What follows belongs to an exercise in optimizing a design on an open flow for small area and a short achievable clock period; a production flow would make more cautious choices.
RTL that was checked went through simulation tests only; none was proved equivalent to the original.
The RTL of runs 2 and 3 was laid out without a check of its function.

==> flow/design.v (outline; a module is shown in full before it is edited, if it fits) <==
// module iq_comp: 621 lines
// module iq_a21o: 3 lines
// module iq_a21oi: 3 lines
// module iq_a22o: 3 lines
// module iq_a22oi: 3 lines
// module iq_and2: 3 lines
// module iq_fa: 3 lines
// module iq_ha: 3 lines
// module iq_inv: 3 lines
// module iq_maj3: 3 lines
// module iq_mux2i: 3 lines
// module iq_mux2x2: 3 lines
// module iq_nand2: 3 lines
// module iq_nor2: 3 lines
// module iq_nor3: 3 lines
// module iq_o21ai: 3 lines
// module iq_xnor2: 3 lines
// module iq_xor2: 3 lines
// module iq_xor3: 3 lines
// module iq_benc: 9 lines
// module iq_bencn: 9 lines
// module iq_add13: 3 lines
module iq_comp (
	input clk, RESETn,
	input freeze_iqcomp,
	input [1:0] op_mode,
	input [3:0] Ix, Qx,
	input signed [12:0] Wr_in, Wj_in,
	output reg signed [3:0] Iy, Qy,
	output wire settled,
	output reg signed [12:0] Wr, Wj
);
  // ...
==> flow/flow/run.sh <==
#!/bin/bash
# Layout flow: the standard flow, with two changes:
#  - synthesis maps the RTL's leaf modules to the cells given in
#    flow/cells_map.v (via ORFS's SYNTH_CANONICALIZE_TCL hook);
#  - port buffers are buf_1 cells.
set -euo pipefail
here=$(pwd)
export SYNTH_CANONICALIZE_TCL="$here/flow/canon.tcl"
export BUFFER_PORTS_ARGS="-buffer_cell sky130_fd_sc_hd__buf_1"
bash standard.sh > "$here/standard.log" 2>&1
==> flow/flow/canon.tcl <==
# Sourced by ORFS's synthesis canonicalize step (SYNTH_CANONICALIZE_TCL):
# replaces the leaf modules of the RTL by their cell-level views in
# cells_map.v (same functions, as sky130 cells).
set here [file dirname [file normalize [info script]]]
set f [open [file join $here leaf_modules.txt] r]
set leaves [string trim [read $f]]
close $f
foreach m $leaves {
  delete =$m
}
read_verilog [file join $here cells_map.v]
hierarchy -check -top $::env(DESIGN_NAME)
==> flow/flow/cells_map.v <==
// Generated by gen/gen13.py: cell-level views of the leaf modules of rtl/iq_comp.v

module iq_a21o (input a, b, c, output y);
sky130_fd_sc_hd__a21o_1 g (.A1(a), .A2(b), .B1(c), .X(y));
endmodule

module iq_a21oi (input a, b, c, output y);
sky130_fd_sc_hd__a21oi_1 g (.A1(a), .A2(b), .B1(c), .Y(y));
endmodule

module iq_a22o (input a, b, c, d, output y);
sky130_fd_sc_hd__a22o_1 g (.A1(a), .A2(b), .B1(c), .B2(d), .X(y));
endmodule

module iq_a22oi (input a, b, c, d, output y);
sky130_fd_sc_hd__a22oi_1 g (.A1(a), .A2(b), .B1(c), .B2(d), .Y(y));
endmodule

module iq_and2 (input a, b, output y);
sky130_fd_sc_hd__and2_1 g (.A(a), .B(b), .X(y));
endmodule

module iq_fa (input a, b, c, output s, co);
sky130_fd_sc_hd__fa_1 g (.A(a), .B(b), .CIN(c), .SUM(s), .COUT(co));
endmodule

module iq_ha (input a, b, output s, co);
sky130_fd_sc_hd__ha_1 g (.A(a), .B(b), .SUM(s), .COUT(co));
endmodule

module iq_inv (input a, output y);
sky130_fd_sc_hd__inv_1 g (.A(a), .Y(y));
endmodule

module iq_maj3 (input a, b, c, output y);
sky130_fd_sc_hd__maj3_1 g (.A(a), .B(b), .C(c), .X(y));
endmodule

module iq_mux2i (input a0, a1, s, output y);
sky130_fd_sc_hd__mux2i_1 g (.A0(a0), .A1(a1), .S(s), .Y(y));
endmodule

module iq_mux2x2 (input a0, a1, s, output y);
sky130_fd_sc_hd__mux2_2 g (.A0(a0), .A1(a1), .S(s), .X(y));
endmodule

module iq_nand2 (input a, b, output y);
sky130_fd_sc_hd__nand2_1 g (.A(a), .B(b), .Y(y));
endmodule

module iq_nor2 (input a, b, output y);
sky130_fd_sc_hd__nor2_1 g (.A(a), .B(b), .Y(y));
endmodule

module iq_nor3 (input a, b, c, output y);
sky130_fd_sc_hd__nor3_1 g (.A(a), .B(b), .C(c), .Y(y));
endmodule

module iq_o21ai (input a, b, c, output y);
sky130_fd_sc_hd__o21ai_0 g (.A1(a), .A2(b), .B1(c), .Y(y));
endmodule

module iq_xnor2 (input a, b, output y);
sky130_fd_sc_hd__xnor2_1 g (.A(a), .B(b), .Y(y));
endmodule

module iq_xor2 (input a, b, output y);
sky130_fd_sc_hd__xor2_1 g (.A(a), .B(b), .X(y));
endmodule

module iq_xor3 (input a, b, c, output y);
sky130_fd_sc_hd__xor3_1 g (.A(a), .B(b), .C(c), .X(y));
endmodule

module iq_benc (input [3:0] I, output [5:0] e);
wire nI0, nI1, e1n, f;
sky130_fd_sc_hd__inv_1 g0 (.A(I[0]), .Y(nI0));
sky130_fd_sc_hd__inv_4 g1 (.A(nI0), .Y(e[0]));
sky130_fd_sc_hd__inv_1 g2 (.A(I[1]), .Y(nI1));
sky130_fd_sc_hd__and2b_4 g3 (.A_N(I[0]), .B(I[1]), .X(e[1]));
sky130_fd_sc_hd__inv_4 g4 (.A(nI1), .Y(e[2]));
sky130_fd_sc_hd__xnor2_1 g5 (.A(I[1]), .B(I[2]), .Y(e1n));
sky130_fd_sc_hd__inv_4 g6 (.A(e1n), .Y(e[3]));
sky130_fd_sc_hd__xor2_1 g7 (.A(I[3]), .B(I[2]), .X(f));
sky130_fd_sc_hd__nor2b_4 g8 (.A(f), .B_N(e1n), .Y(e[4]));
sky130_fd_sc_hd__inv_4 g9 (.A(I[3]), .Y(e[5]));
endmodule

module iq_bencn (input [3:0] I, output [5:0] e);
wire nI0, nI3, e1n, f;
sky130_fd_sc_hd__inv_1 g0 (.A(I[0]), .Y(nI0));
sky130_fd_sc_hd__inv_4 g1 (.A(nI0), .Y(e[0]));
sky130_fd_sc_hd__and2b_4 g3 (.A_N(I[0]), .B(I[1]), .X(e[1]));
sky130_fd_sc_hd__inv_4 g4 (.A(I[1]), .Y(e[2]));
sky130_fd_sc_hd__xnor2_1 g5 (.A(I[1]), .B(I[2]), .Y(e1n));
sky130_fd_sc_hd__inv_4 g6 (.A(e1n), .Y(e[3]));
sky130_fd_sc_hd__xor2_1 g7 (.A(I[3]), .B(I[2]), .X(f));
sky130_fd_sc_hd__nor2b_4 g8 (.A(f), .B_N(e1n), .Y(e[4]));
sky130_fd_sc_hd__inv_1 g9 (.A(I[3]), .Y(nI3));
sky130_fd_sc_hd__inv_4 g10 (.A(nI3), .Y(e[5]));
endmodule



module iq_add13(A, B, s);
  input [12:0] A;
  wire [12:0] A;
  input [12:0] B;
  wire [12:0] B;
  output [12:0] s;
  wire [12:0] s;
  wire _00_;
  wire _01_;
  wire _02_;
  wire _03_;
  wire _04_;
  wire _05_;
  wire _06_;
  wire _07_;
  wire _08_;
  wire _09_;
  wire _10_;
  wire _11_;
  wire _12_;
  wire _13_;
  wire _14_;
  wire _15_;
  wire _16_;
  wire _17_;
  wire _18_;
  wire _19_;
  wire _20_;
  wire _21_;
  wire _22_;
  wire _23_;
  wire _24_;
  wire _25_;
  wire _26_;
  wire _27_;
  wire _28_;
  wire _29_;
  wire _30_;
  wire _31_;
  wire _32_;
  wire _33_;
  wire _34_;
  wire _35_;
  wire _36_;
  wire _37_;
  wire _38_;
  sky130_fd_sc_hd__nand2_1 _39_ (
    .A(A[0]),
    .B(B[0]),
    .Y(_00_)
  );
  sky130_fd_sc_hd__xor2_1 _40_ (
    .A(A[0]),
    .B(B[0]),
    .X(s[0])
  );
  sky130_fd_sc_hd__nor2_1 _41_ (
    .A(A[11]),
    .B(B[11]),
    .Y(_01_)
  );
  sky130_fd_sc_hd__nand2_1 _42_ (
    .A(A[11]),
    .B(B[11]),
    .Y(_02_)
  );
  sky130_fd_sc_hd__and2_0 _43_ (
    .A(A[10]),
    .B(B[10]),
    .X(_03_)
  );
  sky130_fd_sc_hd__nor2_1 _44_ (
    .A(A[10]),
    .B(B[10]),
    .Y(_04_)
  );
  sky130_fd_sc_hd__nor2_1 _45_ (
    .A(_03_),
    .B(_04_),
    .Y(_05_)
  );
  sky130_fd_sc_hd__nand2_1 _46_ (
    .A(A[9]),
    .B(B[9]),
    .Y(_06_)
  );
  sky130_fd_sc_hd__or2_0 _47_ (
    .A(A[9]),
    .B(B[9]),
    .X(_07_)
  );
  sky130_fd_sc_hd__nand2_1 _48_ (
    .A(A[8]),
    .B(B[8]),
    .Y(_08_)
  );
  sky130_fd_sc_hd__xnor2_1 _49_ (
    .A(A[8]),
    .B(B[8]),
    .Y(_09_)
  );
  sky130_fd_sc_hd__and2_0 _50_ (
    .A(A[7]),
    .B(B[7]),
    .X(_10_)
  );
  sky130_fd_sc_hd__nor2_1 _51_ (
    .A(A[7]),
    .B(B[7]),
    .Y(_11_)
  );
  sky130_fd_sc_hd__and2_0 _52_ (
    .A(A[6]),
    .B(B[6]),
    .X(_12_)
  );
  sky130_fd_sc_hd__nor2_1 _53_ (
    .A(A[6]),
    .B(B[6]),
    .Y(_13_)
  );
  sky130_fd_sc_hd__nor2_1 _54_ (
    .A(_12_),
    .B(_13_),
    .Y(_14_)
  );
  sky130_fd_sc_hd__nand2_1 _55_ (
    .A(A[1]),
    .B(B[1]),
    .Y(_15_)
  );
  sky130_fd_sc_hd__nor2_1 _56_ (
    .A(A[1]),
    .B(B[1]),
    .Y(_16_)
  );
  sky130_fd_sc_hd__xor2_1 _57_ (
    .A(A[1]),
    .B(B[1]),
    .X(_17_)
  );
  sky130_fd_sc_hd__o21ai_0 _58_ (
    .A1(_00_),
    .A2(_16_),
    .B1(_15_),
    .Y(_18_)
  );
  sky130_fd_sc_hd__xnor2_1 _59_ (
    .A(A[2]),
    .B(B[2]),
    .Y(_19_)
  );
  sky130_fd_sc_hd__maj3_1 _60_ (
    .A(A[2]),
    .B(B[2]),
    .C(_18_),
    .X(_20_)
  );
  sky130_fd_sc_hd__xnor2_1 _61_ (
    .A(A[3]),
    .B(B[3]),
    .Y(_21_)
  );
  sky130_fd_sc_hd__maj3_1 _62_ (
    .A(A[3]),
    .B(B[3]),
    .C(_20_),
    .X(_22_)
  );
  sky130_fd_sc_hd__xnor2_1 _63_ (
    .A(A[4]),
    .B(B[4]),
    .Y(_23_)
  );
  sky130_fd_sc_hd__maj3_1 _64_ (
    .A(A[4]),
    .B(B[4]),
    .C(_22_),
    .X(_24_)
  );
  sky130_fd_sc_hd__xnor2_1 _65_ (
    .A(A[5]),
    .B(B[5]),
    .Y(_25_)
  );
  sky130_fd_sc_hd__maj3_1 _66_ (
    .A(A[5]),
    .B(B[5]),
    .C(_24_),
    .X(_26_)
  );
  sky130_fd_sc_hd__a21o_1 _67_ (
    .A1(_14_),
    .A2(_26_),
    .B1(_12_),
    .X(_27_)
  );
  sky130_fd_sc_hd__a211oi_1 _68_ (
    .A1(_14_),
    .A2(_26_),
    .B1(_10_),
    .C1(_12_),
    .Y(_28_)
  );
  sky130_fd_sc_hd__nor2_1 _69_ (
    .A(_11_),
    .B(_28_),
    .Y(_29_)
  );
  sky130_fd_sc_hd__o31ai_1 _70_ (
    .A1(_09_),
    .A2(_11_),
    .A3(_28_),
    .B1(_08_),
    .Y(_30_)
  );
  sky130_fd_sc_hd__o311ai_0 _71_ (
    .A1(_09_),
    .A2(_11_),
    .A3(_28_),
    .B1(_08_),
    .C1(_06_),
    .Y(_31_)
  );
  sky130_fd_sc_hd__nand2_1 _72_ (
    .A(_07_),
    .B(_31_),
    .Y(_32_)
  );
  sky130_fd_sc_hd__a31oi_1 _73_ (
    .A1(_05_),
    .A2(_07_),
    .A3(_31_),
    .B1(_03_),
    .Y(_33_)
  );
  sky130_fd_sc_hd__o21ai_0 _74_ (
    .A1(_01_),
    .A2(_33_),
    .B1(_02_),
    .Y(_34_)
  );
  sky130_fd_sc_hd__xnor2_1 _75_ (
    .A(A[12]),
    .B(B[12]),
    .Y(_35_)
  );
  sky130_fd_sc_hd__xnor2_1 _76_ (
    .A(_34_),
    .B(_35_),
    .Y(s[12])
  );
  sky130_fd_sc_hd__nor2b_1 _77_ (
    .A(_01_),
    .B_N(_02_),
    .Y(_36_)
  );
  sky130_fd_sc_hd__xnor2_1 _78_ (
    .A(_33_),
    .B(_36_),
    .Y(s[11])
  );
  sky130_fd_sc_hd__xnor2_1 _79_ (
    .A(_05_),
    .B(_32_),
    .Y(s[10])
  );
  sky130_fd_sc_hd__nand2_1 _80_ (
    .A(_06_),
    .B(_07_),
    .Y(_37_)
  );
  sky130_fd_sc_hd__xnor2_1 _81_ (
    .A(_30_),
    .B(_37_),
    .Y(s[9])
  );
  sky130_fd_sc_hd__xnor2_1 _82_ (
    .A(_09_),
    .B(_29_),
    .Y(s[8])
  );
  sky130_fd_sc_hd__or2_0 _83_ (
    .A(_10_),
    .B(_11_),
    .X(_38_)
  );
  sky130_fd_sc_hd__xnor2_1 _84_ (
    .A(_27_),
    .B(_38_),
    .Y(s[7])
  );
  sky130_fd_sc_hd__xor2_1 _85_ (
    .A(_14_),
    .B(_26_),
    .X(s[6])
  );
  sky130_fd_sc_hd__xnor2_1 _86_ (
    .A(_24_),
    .B(_25_),
    .Y(s[5])
  );
  sky130_fd_sc_hd__xnor2_1 _87_ (
    .A(_22_),
    .B(_23_),
    .Y(s[4])
  );
  sky130_fd_sc_hd__xnor2_1 _88_ (
    .A(_20_),
    .B(_21_),
    .Y(s[3])
  );
  sky130_fd_sc_hd__xnor2_1 _89_ (
    .A(_18_),
    .B(_19_),
    .Y(s[2])
  );
  sky130_fd_sc_hd__xnor2_1 _90_ (
    .A(_00_),
    .B(_17_),
    .Y(s[1])
  );
endmodule
==> flow/flow/leaf_modules.txt <==
iq_a21o iq_a21oi iq_a22o iq_a22oi iq_and2 iq_fa iq_ha iq_inv iq_maj3 iq_mux2i iq_mux2x2 iq_nand2 iq_nor2 iq_nor3 iq_o21ai iq_xnor2 iq_xor2 iq_xor3 iq_benc iq_bencn iq_add13
==> flow/standard.sh <==
#!/bin/bash
# synth_recipe.tcl (not shown) runs the flow's synth.tcl, then flattens the netlist and writes it again
# the make line also repeats each setting of config.mk as NAME=value (left out here)
make -C /OpenROAD-flow-scripts/flow DESIGN_CONFIG=/design/flow/config.mk WORK_HOME=/design/flow/orfs CLKGATE_MAP_FILE= SYNTH_SCRIPT=/design/flow/synth_recipe.tcl "${@:-finish}"
==> flow/config.mk <==
export PLATFORM = sky130hd
export DESIGN_NAME = iq_comp
export DESIGN_NICKNAME = iq_comp
export VERILOG_FILES = /design/flow/design.v
export SDC_FILE = /design/flow/constraint.sdc
export NUM_CORES = 4
export LEC_CHECK = 0
export CAP_MARGIN = 20
export CORE_MARGIN = 2
export CORE_UTILIZATION = 40
export CTS_BUF_LIST = sky130_fd_sc_hd__clkbuf_8
export SETUP_SLACK_MARGIN = 2.6
export SLEW_MARGIN = 20
export SYNTH_HIERARCHICAL = 1
export SYNTH_MINIMUM_KEEP_SIZE = 0
==> flow/constraint.sdc <==
create_clock -name core_clock -period 8.0 [get_ports {clk}]
set_input_delay 1.6000 -clock core_clock [delete_from_list [all_inputs] [get_ports {clk}]]
set_output_delay 1.6000 -clock core_clock [all_outputs]
set_load 0.01 [all_outputs]
==> results.tsv, run 1 <==
stage	metric	value	unit
timing	slew of the pin with the lowest slew margin	1.12	ns
grt	met3 Usage GRT	2.76	%
outcome	status	no timing/DRC/antenna violations	
placed_design	post-placement cell count	1087	
layout	Signal buffers	80	
layout	ant diodes	0	
die	chip height	136	um
clock_network	Post-CTS Setup Inserts	0	
worst_setup_path	Crit path max-delay family	adder cells	
worst_setup_path	Crit. path cell count	14	
logic_synthesis	Seq/Total Area, Yosys	9.77	%
clock_network	total CTS buffers	5	
logic_synthesis	post-synthesis adder-cell area fraction	25.9	%
grt	vias in the first global route	5684	
timing	RSZ-0062 raised after global routing	no	
layout	Final Instance Count excl. Fillers	1100	
logic_synthesis	Synth top area share	18.7	%
clock_network	worst skew pair latency	0.30	ns
worst_setup_path	CP dominant cell by count	xor2_1	
layout	Fillers	1741	
worst_setup_path	crit end category	register	
die	Die X	136	um
worst_hold_path	worst hold start	Wr[12]	
worst_setup_path	Critical-path top delay cell	fa_1	
die	Top Ports	74	
layout	share of cells above drive strength 1	11.4	%
grt	gr busiest metal	met2	
clock_network	clk root buf	clkbuf_8	
route	DR vias	5851	
logic_synthesis	Synth area leaders	fa_1 (19%), xnor2_1 (19%), dfxtp_1 (9.8%)	
logic_synthesis	Mean Syn Cell Area	8.86	um^2
==> run 2, diff against run 1 <==
--- a/flow/design.v
+++ b/flow/design.v
@@ -370,21 +370,21 @@
 wire n382; iq_nand2 u_n382 (.a(n373), .b(n381), .y(n382));
 wire n383; iq_inv u_n383 (.a(n379), .y(n383));
 wire n384; iq_inv u_n384 (.a(n382), .y(n384));
 wire n385; iq_a21o u_n385 (.a(n384), .b(n370), .c(n383), .y(n385));
 wire n386; iq_xor2 u_n386 (.a(n263), .b(ta261), .y(n386));
 wire n387; iq_xnor2 u_n387 (.a(xi[3]), .b(n386), .y(n387));
 wire n388; iq_xor2 u_n388 (.a(n387), .b(n385), .y(n388));
 wire n389; iq_xor3 u_n389 (.a(ta255), .b(ta256), .c(xi[0]), .y(n389));
-wire n390; iq_maj3 u_n390 (.a(ta255), .b(ta256), .c(xi[0]), .y(n390));
+wire n390; iq_mux2i u_n390 (.a0(n374), .a1(n380), .s(xi[0]), .y(n390));
 wire n391; iq_xor3 u_n391 (.a(ta257), .b(ta258), .c(xi[1]), .y(n391));
-wire n392; iq_maj3 u_n392 (.a(ta257), .b(ta258), .c(xi[1]), .y(n392));
+wire n392; iq_mux2i u_n392 (.a0(n376), .a1(n372), .s(xi[1]), .y(n392));
 wire n393; iq_xor3 u_n393 (.a(ta259), .b(ta260), .c(xi[2]), .y(n393));
-wire n394; iq_maj3 u_n394 (.a(ta259), .b(ta260), .c(xi[2]), .y(n394));
+wire n394; iq_mux2i u_n394 (.a0(n377), .a1(n371), .s(xi[2]), .y(n394));
 wire n395; iq_xor2 u_n395 (.a(xi[3]), .b(n386), .y(n395));
 wire n396; iq_xor2 u_n396 (.a(n391), .b(n390), .y(n396));
 wire n397; iq_xor2 u_n397 (.a(n393), .b(n392), .y(n397));
 wire n398; iq_xor2 u_n398 (.a(n395), .b(n394), .y(n398));
 wire n399; iq_nand2 u_n399 (.a(n391), .b(n390), .y(n399));
 wire n400; iq_nor2 u_n400 (.a(n391), .b(n390), .y(n400));
 wire n401; iq_nand2 u_n401 (.a(n393), .b(n392), .y(n401));
 wire n402; iq_nor2 u_n402 (.a(n393), .b(n392), .y(n402));
@@ -457,21 +457,21 @@
 wire n465; iq_nand2 u_n465 (.a(n456), .b(n464), .y(n465));
 wire n466; iq_inv u_n466 (.a(n462), .y(n466));
 wire n467; iq_inv u_n467 (.a(n465), .y(n467));
 wire n468; iq_a21o u_n468 (.a(n467), .b(n453), .c(n466), .y(n468));
 wire n469; iq_xor2 u_n469 (.a(n334), .b(tb332), .y(n469));
 wire n470; iq_xnor2 u_n470 (.a(xq[3]), .b(n469), .y(n470));
 wire n471; iq_xor2 u_n471 (.a(n470), .b(n468), .y(n471));
 wire n472; iq_xor3 u_n472 (.a(tb326), .b(tb327), .c(xq[0]), .y(n472));
-wire n473; iq_maj3 u_n473 (.a(tb326), .b(tb327), .c(xq[0]), .y(n473));
+wire n473; iq_mux2i u_n473 (.a0(n457), .a1(n463), .s(xq[0]), .y(n473));
 wire n474; iq_xor3 u_n474 (.a(tb328), .b(tb329), .c(xq[1]), .y(n474));
-wire n475; iq_maj3 u_n475 (.a(tb328), .b(tb329), .c(xq[1]), .y(n475));
+wire n475; iq_mux2i u_n475 (.a0(n459), .a1(n455), .s(xq[1]), .y(n475));
 wire n476; iq_xor3 u_n476 (.a(tb330), .b(tb331), .c(xq[2]), .y(n476));
-wire n477; iq_maj3 u_n477 (.a(tb330), .b(tb331), .c(xq[2]), .y(n477));
+wire n477; iq_mux2i u_n477 (.a0(n460), .a1(n454), .s(xq[2]), .y(n477));
 wire n478; iq_xor2 u_n478 (.a(xq[3]), .b(n469), .y(n478));
 wire n479; iq_xor2 u_n479 (.a(n474), .b(n473), .y(n479));
 wire n480; iq_xor2 u_n480 (.a(n476), .b(n475), .y(n480));
 wire n481; iq_xor2 u_n481 (.a(n478), .b(n477), .y(n481));
 wire n482; iq_nand2 u_n482 (.a(n474), .b(n473), .y(n482));
 wire n483; iq_nor2 u_n483 (.a(n474), .b(n473), .y(n483));
 wire n484; iq_nand2 u_n484 (.a(n476), .b(n475), .y(n484));
 wire n485; iq_nor2 u_n485 (.a(n476), .b(n475), .y(n485));
@@ -638,19 +638,16 @@
 assign {co, s} = a + b + c;
 endmodule
 module iq_ha (input a, b, output s, co);
 assign {co, s} = a + b;
 endmodule
 module iq_inv (input a, output y);
 assign y = ~a;
 endmodule
-module iq_maj3 (input a, b, c, output y);
-assign y = (a & b) | (a & c) | (b & c);
-endmodule
 module iq_mux2i (input a0, a1, s, output y);
 assign y = ~(s ? a1 : a0);
 endmodule
 module iq_mux2x2 (input a0, a1, s, output y);
 assign y = s ? a1 : a0;
 endmodule
 module iq_nand2 (input a, b, output y);
 assign y = ~(a & b);
--- a/flow/flow/cells_map.v
+++ b/flow/flow/cells_map.v
@@ -1,9 +1,9 @@
-// Generated by gen/gen13.py: cell-level views of the leaf modules of rtl/iq_comp.v
+// Generated by gen/gen14.py: cell-level views of the leaf modules of rtl/iq_comp.v
 
 module iq_a21o (input a, b, c, output y);
 sky130_fd_sc_hd__a21o_1 g (.A1(a), .A2(b), .B1(c), .X(y));
 endmodule
 
 module iq_a21oi (input a, b, c, output y);
 sky130_fd_sc_hd__a21oi_1 g (.A1(a), .A2(b), .B1(c), .Y(y));
 endmodule
@@ -27,20 +27,16 @@
 module iq_ha (input a, b, output s, co);
 sky130_fd_sc_hd__ha_1 g (.A(a), .B(b), .SUM(s), .COUT(co));
 endmodule
 
 module iq_inv (input a, output y);
 sky130_fd_sc_hd__inv_1 g (.A(a), .Y(y));
 endmodule
 
-module iq_maj3 (input a, b, c, output y);
-sky130_fd_sc_hd__maj3_1 g (.A(a), .B(b), .C(c), .X(y));
-endmodule
-
 module iq_mux2i (input a0, a1, s, output y);
 sky130_fd_sc_hd__mux2i_1 g (.A0(a0), .A1(a1), .S(s), .Y(y));
 endmodule
 
 module iq_mux2x2 (input a0, a1, s, output y);
 sky130_fd_sc_hd__mux2_2 g (.A0(a0), .A1(a1), .S(s), .X(y));
 endmodule
 
==> flow/flow/leaf_modules.txt (replaced) <==
iq_a21o iq_a21oi iq_a22o iq_a22oi iq_and2 iq_fa iq_ha iq_inv iq_mux2i iq_mux2x2 iq_nand2 iq_nor2 iq_nor3 iq_o21ai iq_xnor2 iq_xor2 iq_xor3 iq_benc iq_bencn iq_add13
==> flow/config.mk (replaced) <==
export PLATFORM = sky130hd
export DESIGN_NAME = iq_comp
export DESIGN_NICKNAME = iq_comp
export VERILOG_FILES = /design/flow/design.v
export SDC_FILE = /design/flow/constraint.sdc
export NUM_CORES = 4
export LEC_CHECK = 0
export CAP_MARGIN = 20
export CORE_MARGIN = 2
export CORE_UTILIZATION = 40
export CTS_BUF_LIST = sky130_fd_sc_hd__clkbuf_8
export SETUP_SLACK_MARGIN = 2.25
export SLEW_MARGIN = 20
export SYNTH_HIERARCHICAL = 1
export SYNTH_MINIMUM_KEEP_SIZE = 0
==> results.tsv, run 2 <==
stage	metric	value	unit	change
logic_synthesis	Post-Synthesis Cells	786		unchanged
worst_setup_path	type of origin of the critical path	input pin		unchanged
clock_network	Longest Clk Path Bufs	2		unchanged
layout	nets	1001		was 1,007
clock_network	CTS tree	built		unchanged
grt	Congestion Overflow GR	0		unchanged
die	num rows	48		unchanged
worst_setup_path	r2r setup slk	3.13	ns	was 3.23 ns
job	Max-cap violations	0		unchanged
grt	vias in the first global route	5728		was 5,684
layout	FF+latch area	681	um^2	unchanged
route	TritonRoute pass-1 iters	5		unchanged
logic_synthesis	Synth top area share	18.7	%	unchanged
timing	Clock Skew	0.00713	ns	was 0.00340 ns
layout	Multi-input gate area	5960	um^2	was 6140 um^2
worst_setup_path	Crit. path cell count	18		was 14
timing	slew margin rel.	38.7	%	was 25.0%
die	Die X	136	um	unchanged
logic_synthesis	Yosys reg bits	34		unchanged
route	total wire length	18800	um	was 19,500 um
worst_setup_path	slowest stage delay, CP	0.51	ns	about the same
logic_synthesis	ys async rst share	0	%	unchanged
timing	RSZ-0062 raised after global routing	no		unchanged
grt	gr usage total	20.9	%	was 21.2%
worst_setup_path	Reg-to-Reg End	Wr[12]		unchanged
die	Top Ports	74		unchanged
worst_setup_path	CP Capture Point	Qy[1]		was Iy[3]
route	DR vias	5801		was 5,851
clock_network	clk root buf	clkbuf_8		unchanged
route	Antenna Violating Nets Remaining	0		unchanged
clock_network	total CTS buffers	5		unchanged
clock_network	Clock Sinks	34		unchanged
worst_setup_path	Crit path max-delay family	adder cells		unchanged
route	DR iter-0 viols	419		was 341
logic_synthesis	top_reg_cell synth	dfxtp_1		unchanged
die	chip height	136	um	unchanged
logic_synthesis	Synth area leaders	fa_1 (19%), xnor2_1 (19%), dfxtp_1 (9.8%)		unchanged
layout	ant diodes	0		unchanged
timing	Finish-stage setup viols	0		unchanged
logic_synthesis	Commonest cells post-synth	xnor2_1 (148), a22oi_1 (88), nand2_1 (72), fa_1 (65), inv_1 (61)		unchanged
logic_synthesis	Mean Syn Cell Area	8.86	um^2	unchanged
timing	final period utilization	68.5	%	was 65.7%
worst_setup_path	CP Buf/Inv Count	4		was 2
timing	Setup TNS Final	0	ns	unchanged
outcome	status	no timing/DRC/antenna violations		unchanged
worst_setup_path	FF-to-FF Start	Qy[1]		was Qy[0]
grt	pin count of the biggest net entering global routing	28		was 27
clock_network	worst skew pair latency	0.30	ns	about the same
grt	first-pass GRT wire length	30100	um	was 30,700 um
worst_setup_path	CP Cell Sequence	buf_1 -> buf_12 -> mux2_2 -> a22oi_1 -> xnor2_1 -> ha_1 -> fa_1 -> fa_1 -> nor2_1 -> o21ai_0 -> a21oi_1 -> inv_1 -> a21oi_1 -> inv_1 -> a21o_1 -> xor2_1 -> a21o_1 -> mux2i_1		was buf_12 -> buf_4 -> mux2_2 -> a22oi_1 -> xnor2_1 -> ha_1 -> fa_1 -> fa_2 -> maj3_1 -> xor2_1 -> xor2_1 -> xor2_1 -> a21o_1 -> mux2i_1
placed_design	count of buffers from port buffering	73		unchanged
route	routed len/inst	17.2	um	was 17.7 um
layout	biggest regs	Wj x13, Wr x13		unchanged
timing	Final Max Slew Viols	0		unchanged
timing	Max Fclk	0.183	GHz	was 0.190 GHz
worst_setup_path	Worst Path Required	8.23	ns	about the same
logic_synthesis	number of synthesized flops with an enable pin	0		unchanged
worst_setup_path	Critical-path top delay cell	fa_1		unchanged
worst_setup_path	crit end category	register		unchanged
worst_setup_path	R2R depth	13		unchanged
layout	area grow syn2layout	10.5	%	was 13.1%
logic_synthesis	cell with the most instances after synthesis	xnor2_1		unchanged
layout	most frequent cells in the layout	xnor2_1 (148), a22oi_1 (88), nand2_1 (72), buf_1 (72), fa_1 (65)		was xnor2_1 (144), a22oi_1 (79), nand2_1 (72)
die	Die Area	18500	um^2	unchanged
logic_synthesis	Synth area leader	fa_1		unchanged
layout	most common cell after layout, fill and taps aside	xnor2_1		unchanged
worst_setup_path	crit path from	op_mode[0]		unchanged
placed_design	Final GP Congestion	0.829		was 0.964
clock_network	Post-CTS Setup Inserts	0		unchanged
logic_synthesis	Mapped Area	6970	um^2	unchanged
die	Initial Utilization	40.6	%	unchanged
placed_design	hpwl dp	14500	um	was 15,200 um
route	DRC Markers	0		unchanged
logic_synthesis	Yosys cell types	35		unchanged
logic_synthesis	Ys Warns	7		unchanged
worst_setup_path	Setup CP Type	input pin to register		unchanged
die	Core ar.	17200	um^2	unchanged
layout	share of cells above drive strength 1	7.36	%	was 11.4%
timing	post-layout min period	5.48	ns	was 5.26 ns
grt	initial antenna violation count	1		was 0
route	Avg Vias per Cell	5.30		was 5.32
worst_hold_path	Hold Path Class	register to register		unchanged
worst_setup_path	CP arrival	5.71	ns	was 5.49 ns
timing	slew of the pin with the lowest slew margin	0.917	ns	was 1.12 ns
logic_synthesis	Seq/Total Area, Yosys	9.77	%	unchanged
layout	Fillers	1780		was 1,741
clock_network	clk slew on worst S/H paths	0.09	ns	was 0.08 ns
clock_network	H-tree Lvls	2		unchanged
timing	final hold violation count	0		unchanged
worst_setup_path	Crit Path Max Fanout	27		was 21
-- run 2: cell count changes after synthesis, sizes merged --
cell	change
mux2i	+6
maj3	-6
-- run 2: worst min-delay path, stage by stage, from the launching register on --
cell	delay [ns]
dfxtp_1	0.36
mux2_2	0.22
a22o_1	0.14
-- run 2: cell type report --
class | instances | area share (%)
tap | 225 | 3.66
inverter | 77 | 4.28
clock buffer | 5 | 0.894
multi-input combinational | 675 | 77.5
sequential | 34 | 8.85
clock inverter | 3 | 0.894
timing repair buffer | 75 | 3.93
-- run 2: per-module statistics from Yosys (local to each module, per instance), a selection --
module     flip-flops and latches  area (um^2)
iq_comp                        34          838
iq_a21oi                        0         5.00
iq_nand2                        0         3.75
iq_xor2                         0         8.76
iq_a22o                         0         8.76
iq_and2                         0         6.26
iq_mux2x2                       0         11.3
iq_fa                           0         20.0
iq_benc                         0         73.8
-- run 2: routing by layer --
layer,track usage [%],vias to the layer above,wire length [um]
met5,0,-,0
met2,34.1,155,8620
met1,29.7,2793,8990
met3,2.83,17,960
met4,3.70,0,259
li1,-,2836,-
-- run 2: what timing repair did --
action / in CTS / in global routing
gates resized for setup: 0 / 6
hold buffers: 0 / 0
endpoints found under the setup margin: 0 / 8
-- run 2: worst min-delay path by stage --
stage / start / to / slack (ns) / depth (start not counted)
floorplan: Wj[12] / Wj[12] / 0.69 / 2
global placement: Wj[0] / Wj[0] / 0.68 / 2
detailed placement: Wj[12] / Wj[12] / 0.72 / 2
CTS: Wj[12] / Wj[12] / 0.74 / 2
global route: Wj[12] / Wj[12] / 0.78 / 2
finish: Wj[12] / Wj[12] / 0.74 / 2
-- run 2: cells by family after synthesis --
logic type      count (synthesis)  synth area share, %
buf+inv                        78                 4.83
compound gates                165                 17.1
xor+xnor                      190                 25.2
simple gates                  176                 11.8
other cells                     1               0.0538
mux                            40                 6.22
flops                          34                 9.77
fa+ha+maj                     102                 25.0
-- run 2: metrics by stage --
step,setup WS [ns],cell area (um^2),instances,util [%],hold slack (ns)
CTS,2.42,7680,1094,44.7,0.744
global placement,2.14,7540,1086,43.9,0.677
detailed placement,2.11,7540,1086,43.9,0.718
finish,2.52,7690,1094,44.8,0.744
global route,2.25,7690,1094,44.8,0.776
floorplan,3.07,6970,787,-,0.691
==> run 3, diff against run 2 <==
--- a/flow/config.mk
+++ b/flow/config.mk
@@ -9,7 +9,7 @@
 export CORE_MARGIN = 2
 export CORE_UTILIZATION = 40
 export CTS_BUF_LIST = sky130_fd_sc_hd__clkbuf_8
-export SETUP_SLACK_MARGIN = 2.25
+export SETUP_SLACK_MARGIN = 2.5
 export SLEW_MARGIN = 20
 export SYNTH_HIERARCHICAL = 1
 export SYNTH_MINIMUM_KEEP_SIZE = 0
==> results.tsv, run 3 <==
stage	metric	value	unit	change
die	chip height	136	um	unchanged
grt	Congestion Overflow GR	0		unchanged
logic_synthesis	number of synthesized flops with an enable pin	0		unchanged
job	Max-cap violations	0		unchanged
route	total wire length	19300	um	was 18,800 um
logic_synthesis	Mapped Area	6970	um^2	unchanged
timing	Clock Skew	0.00714	ns	was 0.00713 ns
grt	pin count of the biggest net entering global routing	28		unchanged
timing	slew margin rel.	41.9	%	was 38.7%
route	DR iter-0 viols	475		was 419
worst_setup_path	type of origin of the critical path	input pin		unchanged
layout	biggest regs	Wj x13, Wr x13		unchanged
timing	slew of the pin with the lowest slew margin	0.869	ns	was 0.917 ns
layout	ant diodes	0		unchanged
timing	Final Max Slew Viols	0		unchanged
logic_synthesis	Synth area leader	fa_1		unchanged
logic_synthesis	Ys Warns	7		unchanged
timing	Setup TNS Final	0	ns	unchanged
die	num rows	48		unchanged
layout	share of cells above drive strength 1	9.86	%	was 7.36%
layout	most common cell after layout, fill and taps aside	xnor2_1		unchanged
route	Avg Vias per Cell	5.35		was 5.30
timing	Finish-stage setup viols	0		unchanged
worst_setup_path	crit end category	register		unchanged
logic_synthesis	Seq/Total Area, Yosys	9.77	%	unchanged
route	DR vias	5868		was 5,801
worst_setup_path	Setup CP Type	input pin to register		unchanged
placed_design	count of buffers from port buffering	73		unchanged
logic_synthesis	cell with the most instances after synthesis	xnor2_1		unchanged
clock_network	clk slew on worst S/H paths	0.09	ns	about the same
route	routed len/inst	17.6	um	was 17.2 um
layout	area grow syn2layout	13.3	%	was 10.5%
timing	Max Fclk	0.189	GHz	was 0.183 GHz
timing	final period utilization	66.0	%	was 68.5%
worst_setup_path	CP arrival	5.52	ns	was 5.71 ns
logic_synthesis	Yosys reg bits	34		unchanged
route	DRC Markers	0		unchanged
logic_synthesis	Post-Synthesis Cells	786		unchanged
logic_synthesis	top_reg_cell synth	dfxtp_1		unchanged
route	Antenna Violating Nets Remaining	0		unchanged
route	TritonRoute pass-1 iters	6		was 5
layout	Final Instance Count excl. Fillers	1097		was 1,094
logic_synthesis	Synth top area share	18.7	%	unchanged
grt	first-pass GRT wire length	30100	um	unchanged
outcome	status	no timing/DRC/antenna violations		unchanged
logic_synthesis	ys async rst share	0	%	unchanged
grt	gr usage total	20.9	%	unchanged
die	Die Area	18500	um^2	unchanged
clock_network	H-tree Lvls	2		unchanged
logic_synthesis	Synth area leaders	fa_1 (19%), xnor2_1 (19%), dfxtp_1 (9.8%)		unchanged
timing	RSZ-0062 raised after global routing	no		unchanged
die	Die X	136	um	unchanged
clock_network	Clock Sinks	34		unchanged
layout	nets	1004		was 1,001
clock_network	total CTS buffers	5		unchanged
layout	Fillers	1757		was 1,780
die	Initial Utilization	40.6	%	unchanged
grt	initial antenna violation count	0		was 1
clock_network	Longest Clk Path Bufs	2		unchanged
logic_synthesis	Yosys cell types	35		unchanged
timing	final hold violation count	0		unchanged
clock_network	CTS tree	built		unchanged
logic_synthesis	Commonest cells post-synth	xnor2_1 (148), a22oi_1 (88), nand2_1 (72), fa_1 (65), inv_1 (61)		unchanged
placed_design	hpwl dp	14500	um	unchanged
grt	vias in the first global route	5728		unchanged
clock_network	clk root buf	clkbuf_8		unchanged
clock_network	worst skew pair latency	0.30	ns	about the same
logic_synthesis	Mean Syn Cell Area	8.86	um^2	unchanged
placed_design	post-placement cell count	1086		unchanged
worst_setup_path	Crit Path Max Fanout	13		was 27
worst_setup_path	Worst Path Required	8.24	ns	was 8.23 ns
die	Top Ports	74		unchanged
worst_hold_path	Hold Path Class	register to register		unchanged
placed_design	Final GP Congestion	0.829		unchanged
layout	most frequent cells in the layout	xnor2_1 (146), a22oi_1 (84), nand2_1 (72)		was xnor2_1 (148), a22oi_1 (88), nand2_1 (72), buf_1 (72), fa_1 (65)
timing	post-layout min period	5.28	ns	was 5.48 ns
die	Core ar.	17200	um^2	unchanged
run 3: cell count changes in the layout (fill, tap and decap cells not counted), sizes merged:
cell and change:
buf -3, clkbuf +6
run 3: modules after synthesis, one instance, submodules excluded, a selection:
module / cells / flops+latches
iq_comp: 62 / 34
iq_add13: 52 / 0
iq_mux2i: 1 / 0
iq_a22o: 1 / 0
iq_xnor2: 1 / 0
iq_a22oi: 1 / 0
iq_a21o: 1 / 0
iq_o21ai: 1 / 0
iq_nand2: 1 / 0
run 3: routing by layer:
metal	wire length, um	GRT usage, %
met4	201	3.70
met2	8890	34.1
met1	8890	29.7
met3	1330	2.83
met5	0	0
run 3: what timing repair did:
item,4_1_cts,5_1_grt
pin swaps,0,2
resized for setup,2,42
cloned,0,2
endpoints found under the setup margin,4,8
setup buffers,0,1
hold buffers,0,0
run 3: per-stage QoR:
| stage | area [um^2] | util [%] | setup WS (ns) | hold slack (ns) |
|---|---|---|---|---|
| 6_report | 7890 | 45.9 | 2.72 | 0.739 |
| 5_1_grt | 7890 | 45.9 | 2.52 | 0.776 |
| 4_1_cts | 7680 | 44.7 | 2.51 | 0.744 |
| 3_5_place_dp | 7540 | 43.9 | 2.11 | 0.718 |
| 3_3_place_gp | 7540 | 43.9 | 2.14 | 0.677 |
| 2_1_floorplan | 6970 | - | 3.07 | 0.691 |
run 3: path summary, 6_finish.rpt:
| path | from | to | slack, ns | cells after the start |
|---|---|---|---|---|
| setup / recovery | op_mode[0] | Iy[2] | 2.72 | 15 |
| hold / removal | Wj[12] | Wj[12] | 0.74 | 2 |
| setup reg to reg | Qy[1] | Wr[12] | 3.11 | 13 |
| hold reg to reg | Wj[12] | Wj[12] | 0.74 | 2 |
run 3: kinds of logic (layout without fill, tap and decap cells):
logic type               Yosys count  in the layout  synth area share, %
XOR/XNOR                         190            190                 25.2
AND/OR/NAND/NOR                  176            176                 11.8
AO/OA/AOI/OAI                    165            165                 17.1
adder cells (fa/ha/maj)          102            102                 25.0
buffers and inverters             78            163                 4.83
multiplexers                      40             40                 6.22
flip-flops                        34             34                 9.77
other                              1              2               0.0538
run 3: critical path, stage by stage:
cell,delay [ns]
clkbuf_4,0.17
clkbuf_16,0.20
mux2_2,0.41
a22oi_1,0.24
xnor2_1,0.16
ha_1,0.28
fa_1,0.53
fa_1,0.47
xor3_1,0.42
nor2_1,0.17
o21ai_0,0.11
a21o_1,0.19
xor2_1,0.13
a21o_1,0.24
mux2i_1,0.19
run 3: cell type report:
cell class / count / area [um^2] / area share, %
sequential: 34 / 681 / 8.63
inverter: 77 / 329 / 4.17
timing repair buffer: 78 / 368 / 4.66
tap: 225 / 282 / 3.57
multi-input combinational: 675 / 6090 / 77.2
clock buffer: 5 / 68.8 / 0.872
clock inverter: 3 / 68.8 / 0.872

==> separate check: timing with driven ports <==
Ports are ideal in the flow. The routed layouts listed here were re-timed in OpenROAD. Step 1 sets driving cells, clkbuf_16 on the clock port and buf_2 on the other inputs (assumed; they add their load-dependent delay and slew). Step 2 also shifts input and output timing later by t, the mid clock arrival at the registers, as if the neighbouring blocks saw the same clock. Slacks: no drivers / after step 1 / after step 2; pairs: no drivers / after step 1.
| run | t (ns) | slack for setup (ns) | worst setup path after step 2 | cell pins on the clock port's net |
|---|---|---|---|---|
| run 1 | 0.327 | 2.740 / 2.706 / 2.380 | input to register | 1 |
| run 2 | 0.338 | 2.523 / 2.538 / 2.200 | input to register | 1 |
| run 3 | 0.339 | 2.719 / 2.734 / 2.396 | input to register | 1 |
After both steps setup and hold are still met in every run listed. The setup slack of run 1, which loses most, moves by -0.034 ns with the drivers and by -0.360 ns with both steps.
